What follows belongs to an exercise in optimizing a design on an open flow for small area and a short achievable clock period; a production flow would make more cautious choices.
RTL that was checked went through simulation tests only; none was proved equivalent to the original.

Setup of east:
==> module float_adder, before the edit <==
module float_adder(
    input   clk,
    input   rst,
    input   [31:0]  x,
    input   [31:0]  y,
    output  [31:0]  z,
    output  [1:0]   overflow  
);
    reg [2:0] cnt;
    always @(posedge clk or negedge rst) begin
        if (!rst)
            cnt <= 3'd0;
        else if (cnt != 3'd7)
            cnt <= cnt + 3'd1;
    end
    wire [8:0] d = {1'b0, x[30:23]} - {1'b0, y[30:23]};
    reg [31:0] cg, ce;
    integer cl, cj;
    always @(*) begin
        cg = {1'b0, x[30:0] & ~y[30:0]};
        ce = {1'b1, ~(x[30:0] ^ y[30:0])};
        for (cl = 0; cl < 5; cl = cl + 1)
            for (cj = 0; cj < 32; cj = cj + (2 << cl)) begin
                cg[cj] = cg[cj + (1 << cl)] | (ce[cj + (1 << cl)] & cg[cj]);
                ce[cj] = ce[cj + (1 << cl)] & ce[cj];
            end
    end
    wire x_gt = cg[0];
    wire zx = (x[30:0] == 31'd0);
    wire zy = (y[30:0] == 31'd0);
    reg [31:0] xr, yr;
    reg [7:5]  i_d;
    reg [4:0]  i_sh;
    reg        i_neg;
    reg        i_xb, i_hx, i_hy;
    always @(posedge clk) begin
        i_hx <= ~zx;             
        i_hy <= ~zy | zx;        
        xr   <= x;
        yr   <= y;
        i_d   <= d[7:5];
        i_sh  <= d[4:0] ^ {5{d[8]}};
        i_neg <= d[8];
        i_xb <= x_gt;
    end
    wire [7:0] ex = xr[30:23], ey = yr[30:23];
    wire [22:0] mx = xr[22:0], my = yr[22:0];
    wire sx = xr[31], sy = yr[31];
    wire sub = sx ^ sy;
    wire neg = i_neg;                    
    wire hx = i_hx, hy = i_hy;
    wire [23:0] s_sml = i_xb ? {hy, my} : (neg ? {1'b0, hx, mx[22:1]} : {hx, mx});
    wire [4:0]  sh    = i_sh;
    wire        far   = neg ? (i_d[7:5] != 3'b111) : (i_d[7:5] != 3'b000);
    wire [23:0] s_al  = far ? 24'd0 : (s_sml >> sh);
    wire [22:0] m_big = i_xb ? mx : my;         
    wire [7:0]  e_big = i_xb ? ex : ey;
    wire ex1 = (ex == 8'd255), ey1 = (ey == 8'd255);
    wire nan  = (ex1 && (mx != 23'd0)) || (ey1 && (my != 23'd0));
    wire spec = ex1 || ey1;
    wire ones = nan || (ex1 && ey1 && sub);
    wire sgn = spec ? (sx | nan) : (i_xb ? sx : sy);
    reg [22:0] a_big;
    reg [23:0] a_sml;
    reg [7:0]  a_e;
    reg a_sgn, a_sub, a_spec, a_ones;
    always @(posedge clk) begin
        a_big  <= m_big;
        a_sml  <= s_al ^ {24{sub}};
        a_e    <= e_big;
        a_sgn  <= sgn;
        a_sub  <= sub;
        a_spec <= spec;
        a_ones <= ones;
    end
    wire [23:0] pa = {1'b1, a_big};
    wire [24:0] g0 = {pa & a_sml, a_sub};
    wire [24:0] p0 = {pa ^ a_sml, 1'b0};
    reg  [24:0] gg, pp;
    integer l, j;
    always @(*) begin
        gg = g0;
        pp = p0;
        for (l = 0; l < 5; l = l + 1)
            for (j = 0; j < 25; j = j + 1)
                if (j[l]) begin
                    gg[j] = gg[j] | (pp[j] & gg[((j >> l) << l) - 1]);
                    pp[j] = pp[j] & pp[((j >> l) << l) - 1];
                end
    end
    wire [24:0] sum = {gg[24] & ~a_sub, p0[24:1] ^ gg[23:0]};
    reg [24:0] m_sum;
    reg [7:0]  m_ep1;        
    reg m_sgn, m_spec, m_ones;
    always @(posedge clk) begin
        m_sum  <= sum;
        m_ep1  <= a_e + 8'd1;
        m_sgn  <= a_sgn;
        m_spec <= a_spec;
        m_ones <= a_ones;
    end
    wire e0 = (m_ep1 == 8'd1);
    wire [24:0] lzin = {m_sum[24], m_sum[23] | e0, m_sum[22:0]};
    reg [4:0] k;
    integer i;
    always @(*) begin
        k = 5'd0;
        for (i = 0; i < 25; i = i + 1)
            if (lzin[i]) k = 5'd24 - i[4:0];
    end
    wire [23:0] crs  = m_sum[23:0] << {k[4:3], 3'b000};
    wire zero = (m_sum == 25'd0);
    wire ovf  = m_sum[24] && (m_ep1 == 8'd255);
    reg [23:0] n_m;
    reg [4:0]  n_k;
    reg [7:0]  n_ep1;
    reg        n_ones, n_clr, n_e255, n_e0;
        always @(posedge clk) begin
        n_m    <= crs;
        n_k    <= k;
        n_ep1  <= m_ep1;
        n_ones <= m_spec & m_ones;
        n_clr  <= m_spec | ovf;
        n_e255 <= m_spec | ovf;
        n_e0   <= zero & ~m_spec;
    end
    reg        z_s;
    reg [1:0]  z_ov;
    always @(posedge clk) begin
        if (cnt == 3'd3) begin
            z_s    <= (zero & ~m_spec) ? 1'b0 : m_sgn;
            z_ov   <= m_spec ? 2'b11 : {1'b0, ovf};
        end
    end
    wire [23:0] fin = n_m << n_k[2:0];
    reg [22:0] z_m;
    reg [7:0]  z_e;
    always @(posedge clk) begin
        if (cnt == 3'd4) begin
        z_m <= n_ones ? {23{1'b1}} : (n_clr ? 23'd0 : fin[23:1]);
        z_e <= n_e255 ? 8'd255 : (n_e0 ? 8'd0 : n_ep1 - {3'd0, n_k});
        end
    end
    assign z = {z_s, z_e, z_m};
    assign overflow = z_ov;
endmodule
export LEC_CHECK = 0
export ABC_AREA = 1
export CAP_MARGIN = 10
export CORE_MARGIN = 2
export CORE_UTILIZATION = 62
export SETUP_SLACK_MARGIN = 2.6
export SLEW_MARGIN = 10
create_clock -name core_clock -period 5.0 [get_ports {clk}]
standard.sh (not shown) runs the stock make flow with config.mk's settings and CLKGATE_MAP_FILE= SYNTH_SCRIPT=/design/flow/synth_recipe.tcl, a recipe that flattens the netlist after the stock synthesis.
==> flow/flow/run.sh <==
#!/bin/bash
# Standard layout (standard.sh), with port buffers made from a plain buffer
# cell and clock tree synthesis without dummy loads.
set -euo pipefail
export BUFFER_PORTS_ARGS="-buffer_cell sky130_fd_sc_hd__buf_1"
export CTS_ARGS="-sink_clustering_enable -repair_clock_nets -dont_use_dummy_load -buf_list sky130_fd_sc_hd__clkbuf_16 -sink_clustering_size 24 -sink_clustering_max_diameter 120"
bash standard.sh > standard.log 2>&1
> inputs changed (east -> south)
==> flow/design.v <==
module float_adder(
    input   clk,
    input   rst,
    input   [31:0]  x,
    input   [31:0]  y,
    output  [31:0]  z,
    output  [1:0]   overflow  
);
    reg [2:0] cnt;
    always @(posedge clk or negedge rst) begin
        if (!rst)
            cnt <= 3'd0;
        else if (cnt != 3'd7)
            cnt <= cnt + 3'd1;
    end
    wire [8:0] d = {1'b0, x[30:23]} - {1'b0, y[30:23]};
    wire x_gt = x[30:0] > y[30:0];       
    wire zx = (x[30:0] == 31'd0);
    wire zy = (y[30:0] == 31'd0);
    reg [31:0] xr, yr;
    reg [8:0]  i_d;
    reg        i_xb, i_hx, i_hy;
    always @(posedge clk) begin
        i_hx <= ~zx;             
        i_hy <= ~zy | zx;        
        xr   <= x;
        yr   <= y;
        i_d  <= d;
        i_xb <= x_gt;
    end
    wire [7:0] ex = xr[30:23], ey = yr[30:23];
    wire [22:0] mx = xr[22:0], my = yr[22:0];
    wire sx = xr[31], sy = yr[31];
    wire sub = sx ^ sy;
    wire neg = i_d[8];                   
    wire hx = i_hx, hy = i_hy;
    wire [23:0] s_sml = i_xb ? {hy, my} : (neg ? {1'b0, hx, mx[22:1]} : {hx, mx});
    wire [4:0]  sh    = i_d[4:0] ^ {5{neg}};
    wire        far   = neg ? (i_d[7:5] != 3'b111) : (i_d[7:5] != 3'b000);
    wire [23:0] s_al  = far ? 24'd0 : (s_sml >> sh);
    wire [22:0] m_big = i_xb ? mx : my;         
    wire [7:0]  e_big = i_xb ? ex : ey;
    wire ex1 = (ex == 8'd255), ey1 = (ey == 8'd255);
    wire nan  = (ex1 && (mx != 23'd0)) || (ey1 && (my != 23'd0));
    wire spec = ex1 || ey1;
    wire ones = nan || (ex1 && ey1 && sub);
    wire sgn = spec ? (sx | nan) : (i_xb ? sx : sy);
    reg [22:0] a_big;
    reg [23:0] a_sml;
    reg [7:0]  a_e;
    reg a_sgn, a_sub, a_spec, a_ones;
    always @(posedge clk) begin
        a_big  <= m_big;
        a_sml  <= s_al ^ {24{sub}};
        a_e    <= e_big;
        a_sgn  <= sgn;
        a_sub  <= sub;
        a_spec <= spec;
        a_ones <= ones;
    end
    wire [25:0] s_res = {2'b01, a_big, 1'b1} + {a_sub, a_sml, a_sub};
    wire [24:0] sum = {s_res[25] & ~a_sub, s_res[24:1]};
    reg [24:0] m_sum;
    reg [7:0]  m_ep1;        
    reg m_sgn, m_spec, m_ones;
    always @(posedge clk) begin
        m_sum  <= sum;
        m_ep1  <= a_e + 8'd1;
        m_sgn  <= a_sgn;
        m_spec <= a_spec;
        m_ones <= a_ones;
    end
    wire e0 = (m_ep1 == 8'd1);
    wire [24:0] lzin = {m_sum[24], m_sum[23] | e0, m_sum[22:0]};
    reg [4:0] k;
    integer i;
    always @(*) begin
        k = 5'd0;
        for (i = 0; i < 25; i = i + 1)
            if (lzin[i]) k = 5'd24 - i[4:0];
    end
    wire [23:0] crs  = m_sum[23:0] << {k[4:3], 3'b000};
    wire zero = (m_sum == 25'd0);
    wire ovf  = m_sum[24] && (m_ep1 == 8'd255);
    reg [23:0] n_m;
    reg [4:0]  n_k;
    reg [7:0]  n_ep1;
    reg        n_ones, n_clr, n_e255, n_e0;
        always @(posedge clk) begin
        n_m    <= crs;
        n_k    <= k;
        n_ep1  <= m_ep1;
        n_ones <= m_spec & m_ones;
        n_clr  <= m_spec | ovf;
        n_e255 <= m_spec | ovf;
        n_e0   <= zero & ~m_spec;
    end
    reg        z_s;
    reg [1:0]  z_ov;
    always @(posedge clk) begin
        if (cnt == 3'd3) begin
            z_s    <= (zero & ~m_spec) ? 1'b0 : m_sgn;
            z_ov   <= m_spec ? 2'b11 : {1'b0, ovf};
        end
    end
    wire [23:0] fin = n_m << n_k[2:0];
    reg [22:0] z_m;
    reg [7:0]  z_e;
    always @(posedge clk) begin
        if (cnt == 3'd4) begin
        z_m <= n_ones ? {23{1'b1}} : (n_clr ? 23'd0 : fin[23:1]);
        z_e <= n_e255 ? 8'd255 : (n_e0 ? 8'd0 : n_ep1 - {3'd0, n_k});
        end
    end
    assign z = {z_s, z_e, z_m};
    assign overflow = z_ov;
endmodule
south vs east — sum of met2 wire segment lengths after detailed routing climbed by a little under 10%. Of east and south, the lower final area belongs to east. south went all the way through the flow, and no timing, DRC or antenna check failed. In the flow results for east and south, the sequential portion of the cell area is smaller on south. Higher final cycle utilization of the critical path among east and south: east. On total detailed-routing wirelength: between east and south, it ends up lower for east. The tap cell instance count of east and that of south are within noise of each other. Critical path's largest stage delay (higher): south. Utilization in south is 0.80 points higher than in east. south vs. east: area added between synthesis and finish neither gained nor lost much, setup slack shows an increase of 0.10 ns, met1 track demand over resource in global routing went up. ~same area fraction in and, or, nand and nor cells after synthesis in east and south. [south vs east] filler-free cell count of the finished design: higher in south.
Only the layout flow was run in east; the RTL was not checked for function there.

---

Setup of run B:
Another version of the RTL of float_adder (not shown whole).
For scale: roughly 1,400 cells after synthesis, ~100 I/O pins, ~0.012 mm^2 of cells after synthesis.
==> module float_adder, before the edit <==
module float_adder(
    input   clk,
    input   rst,
    input   [31:0]  x,
    input   [31:0]  y,
    output  [31:0]  z,
    output  [1:0]   overflow  
);
    reg [2:0] cnt;
    always @(posedge clk or negedge rst) begin
        if (!rst)
            cnt <= 3'd0;
        else if (cnt != 3'd7)
            cnt <= cnt + 3'd1;
    end
    wire [7:0] dxy = x[30:23] - y[30:23];
    wire [7:0] dyx = y[30:23] - x[30:23];
    wire x_gt = x[30:0] > y[30:0];       
    wire zx = (x[30:0] == 31'd0);
    wire zy = (y[30:0] == 31'd0);
    reg [31:0] xr, yr;
    reg [7:0]  i_dxy, i_dyx;
    reg        i_xb, i_hx, i_hy;
    always @(posedge clk) begin
        i_hx <= ~zx;             
        i_hy <= ~zy | zx;        
        xr   <= x;
        yr   <= y;
        i_dxy <= dxy;
        i_dyx <= dyx;
        i_xb <= x_gt;
    end
    wire [7:0] ex = xr[30:23], ey = yr[30:23];
    wire [22:0] mx = xr[22:0], my = yr[22:0];
    wire sx = xr[31], sy = yr[31];
    wire sub = sx ^ sy;
    wire hx = i_hx, hy = i_hy;
    wire [23:0] s_sml = i_xb ? {hy, my} : {hx, mx};
    wire [4:0]  sh    = i_xb ? i_dxy[4:0] : i_dyx[4:0];
    wire        far   = i_xb ? (i_dxy[7:5] != 3'b000) : (i_dyx[7:5] != 3'b000);
    wire [23:0] s_al  = far ? 24'd0 : (s_sml >> sh);
    wire [22:0] m_big = i_xb ? mx : my;         
    wire [7:0]  e_big = i_xb ? ex : ey;
    wire ex1 = (ex == 8'd255), ey1 = (ey == 8'd255);
    wire nan  = (ex1 && (mx != 23'd0)) || (ey1 && (my != 23'd0));
    wire spec = ex1 || ey1;
    wire ones = nan || (ex1 && ey1 && sub);
    wire sgn = spec ? (sx | nan) : (i_xb ? sx : sy);
    reg [22:0] a_big;
    reg [23:0] a_sml;
    reg [7:0]  a_e;
    reg a_sgn, a_sub, a_spec, a_ones;
    always @(posedge clk) begin
        a_big  <= m_big;
        a_sml  <= s_al ^ {24{sub}};
        a_e    <= e_big;
        a_sgn  <= sgn;
        a_sub  <= sub;
        a_spec <= spec;
        a_ones <= ones;
    end
    wire [25:0] s_res = {2'b01, a_big, 1'b1} + {a_sub, a_sml, a_sub};
    wire [24:0] sum = {s_res[25] & ~a_sub, s_res[24:1]};
    reg [24:0] m_sum;
    reg [7:0]  m_ep1;        
    reg m_sgn, m_spec, m_ones;
    always @(posedge clk) begin
        m_sum  <= sum;
        m_ep1  <= a_e + 8'd1;
        m_sgn  <= a_sgn;
        m_spec <= a_spec;
        m_ones <= a_ones;
    end
    wire e0 = (m_ep1 == 8'd1);
    wire [24:0] lzin = {m_sum[24], m_sum[23] | e0, m_sum[22:0]};
    reg [4:0] k;
    integer i;
    always @(*) begin
        k = 5'd0;
        for (i = 0; i < 25; i = i + 1)
            if (lzin[i]) k = 5'd24 - i[4:0];
    end
    wire [23:0] crs  = m_sum[23:0] << {k[4:3], 3'b000};
    wire zero = (m_sum == 25'd0);
    wire ovf  = m_sum[24] && (m_ep1 == 8'd255);
    reg [23:0] n_m;
    reg [4:0]  n_k;
    reg [7:0]  n_ep1;
    reg        n_ones, n_clr, n_e255, n_e0;
        always @(posedge clk) begin
        n_m    <= crs;
        n_k    <= k;
        n_ep1  <= m_ep1;
        n_ones <= m_spec & m_ones;
        n_clr  <= m_spec | ovf;
        n_e255 <= m_spec | ovf;
        n_e0   <= zero & ~m_spec;
    end
    reg        z_s;
    reg [1:0]  z_ov;
    always @(posedge clk) begin
        if (cnt == 3'd3) begin
            z_s    <= (zero & ~m_spec) ? 1'b0 : m_sgn;
            z_ov   <= m_spec ? 2'b11 : {1'b0, ovf};
        end
    end
    wire [23:0] fin = n_m << n_k[2:0];
    reg [22:0] z_m;
    reg [7:0]  z_e;
    always @(posedge clk) begin
        if (cnt == 3'd4) begin
        z_m <= n_ones ? {23{1'b1}} : (n_clr ? 23'd0 : fin[23:1]);
        z_e <= n_e255 ? 8'd255 : (n_e0 ? 8'd0 : n_ep1 - {3'd0, n_k});
        end
    end
    assign z = {z_s, z_e, z_m};
    assign overflow = z_ov;
endmodule
clock: 5.0 ns
lec_check: 0
abc_area: 1
cap_margin: 10
core_margin: 2
core_utilization: 62
setup_slack_margin: 2.6
slew_margin: 10
Scripts as last shown in full above: flow/flow/run.sh
Relative to run B, the following input files were edited for run Z:
-- flow/design.v --
<<< run B, line 14
            cnt <= cnt + 3'd1;
    end
    wire [7:0] dxy = x[30:23] - y[30:23];
    wire [7:0] dyx = y[30:23] - x[30:23];
    wire x_gt = x[30:0] > y[30:0];       
    wire zx = (x[30:0] == 31'd0);
    wire zy = (y[30:0] == 31'd0);
    reg [31:0] xr, yr;
    reg [7:0]  i_dxy, i_dyx;
    reg        i_xb, i_hx, i_hy;
    always @(posedge clk) begin
>>> run Z, line 14
            cnt <= cnt + 3'd1;
    end
    wire [8:0] d = {1'b0, x[30:23]} - {1'b0, y[30:23]};
    reg [31:0] cg, ce;
    integer cl, cj;
    always @(*) begin
        cg = {1'b0, x[30:0] & ~y[30:0]};
        ce = {1'b1, ~(x[30:0] ^ y[30:0])};
        for (cl = 0; cl < 5; cl = cl + 1)
            for (cj = 0; cj < 32; cj = cj + (2 << cl)) begin
                cg[cj] = cg[cj + (1 << cl)] | (ce[cj + (1 << cl)] & cg[cj]);
                ce[cj] = ce[cj + (1 << cl)] & ce[cj];
            end
    end
    wire x_gt = cg[0];
    wire zx = (x[30:0] == 31'd0);
    wire zy = (y[30:0] == 31'd0);
    reg [31:0] xr, yr;
    reg [8:0]  i_d;
    reg        i_xb, i_hx, i_hy;
    always @(posedge clk) begin
<<< run B, line 27
        xr   <= x;
        yr   <= y;
        i_dxy <= dxy;
        i_dyx <= dyx;
        i_xb <= x_gt;
    end
>>> run Z, line 37
        xr   <= x;
        yr   <= y;
        i_d  <= d;
        i_xb <= x_gt;
    end
<<< run B, line 35
    wire sx = xr[31], sy = yr[31];
    wire sub = sx ^ sy;
    wire hx = i_hx, hy = i_hy;
    wire [23:0] s_sml = i_xb ? {hy, my} : {hx, mx};
    wire [4:0]  sh    = i_xb ? i_dxy[4:0] : i_dyx[4:0];
    wire        far   = i_xb ? (i_dxy[7:5] != 3'b000) : (i_dyx[7:5] != 3'b000);
    wire [23:0] s_al  = far ? 24'd0 : (s_sml >> sh);
    wire [22:0] m_big = i_xb ? mx : my;         
>>> run Z, line 44
    wire sx = xr[31], sy = yr[31];
    wire sub = sx ^ sy;
    wire neg = i_d[8];                   
    wire hx = i_hx, hy = i_hy;
    wire [23:0] s_sml = i_xb ? {hy, my} : (neg ? {1'b0, hx, mx[22:1]} : {hx, mx});
    wire [4:0]  sh    = i_d[4:0] ^ {5{neg}};
    wire        far   = neg ? (i_d[7:5] != 3'b111) : (i_d[7:5] != 3'b000);
    wire [23:0] s_al  = far ? 24'd0 : (s_sml >> sh);
    wire [22:0] m_big = i_xb ? mx : my;         
<<< run B, line 60
        a_ones <= ones;
    end
    wire [25:0] s_res = {2'b01, a_big, 1'b1} + {a_sub, a_sml, a_sub};
    wire [24:0] sum = {s_res[25] & ~a_sub, s_res[24:1]};
    reg [24:0] m_sum;
    reg [7:0]  m_ep1;        
>>> run Z, line 70
        a_ones <= ones;
    end
    wire [23:0] pa = {1'b1, a_big};
    wire [24:0] g0 = {pa & a_sml, a_sub};
    wire [24:0] p0 = {pa ^ a_sml, 1'b0};
    reg  [24:0] gg, pp;
    integer l, j;
    always @(*) begin
        gg = g0;
        pp = p0;
        for (l = 0; l < 5; l = l + 1)
            for (j = 0; j < 25; j = j + 1)
                if (j[l]) begin
                    gg[j] = gg[j] | (pp[j] & gg[((j >> l) << l) - 1]);
                    pp[j] = pp[j] & pp[((j >> l) << l) - 1];
                end
    end
    wire [24:0] sum = {gg[24] & ~a_sub, p0[24:1] ^ gg[23:0]};
    reg [24:0] m_sum;
    reg [7:0]  m_ep1;        
Notes after the runs:
[run Z] met3 track demand over resource in global routing rose 0.68 points relative to run B. Run B -> run Z: wire length on met2 decreased by a little under 10%. Run Z vs run B — cell area after layout dropped by a few percent. Run Z ends up with a wire length that is about 8% lower than in run B. First-iteration DRC count (lower): run B. Going from run B to run Z, setup slack +0.090 ns; arithmetic-cell share of the synthesized area counting full adders, half adders and majority gates ~0 delta. Row number of buffer and inverter stages on the critical path: run Z higher / run B lower.
Function not checked in run B: the RTL went through the layout flow alone.

re-timing with driven ports:
The flow's constraints put no driver on any port. The routed layouts listed below were extracted and timed again, unchanged, in two steps.
Step 1: set_driving_cell puts a clkbuf_16 on clk and a buf_2 on each other input, an assumption about the parent block.
Step 2 adds t to the input delays and takes it off the output delays; t is the mean of the earliest and latest rising clock arrival at the registers after step 1. Input paths then give back, and output paths get back, about the clock's delay inside the block.
Three values: no drivers, after step 1, after step 2; two values: the first two.
run	shift t [ns]	slack for setup (ns)	clock arrival spread, ns	slew at the worst register clock pin (ns)	worst data-port slew with drivers (ns)
east	0.508	2.603 / 2.603 / 2.254	0.057 / 0.057	0.10 / 0.10	0.04
south	0.500	2.706 / 2.706 / 2.285	0.041 / 0.041	0.10 / 0.10	0.04
run B	0.506	2.616 / 2.616 / 2.230	0.038 / 0.038	0.09 / 0.09	0.04
run Z	0.502	2.705 / 2.719 / 2.228	0.049 / 0.049	0.10 / 0.10	0.03
After both steps setup and hold are still met in every run listed. For run Z, which loses most, drivers alone change the setup slack by +0.014 ns; drivers and shift together by -0.477 ns.
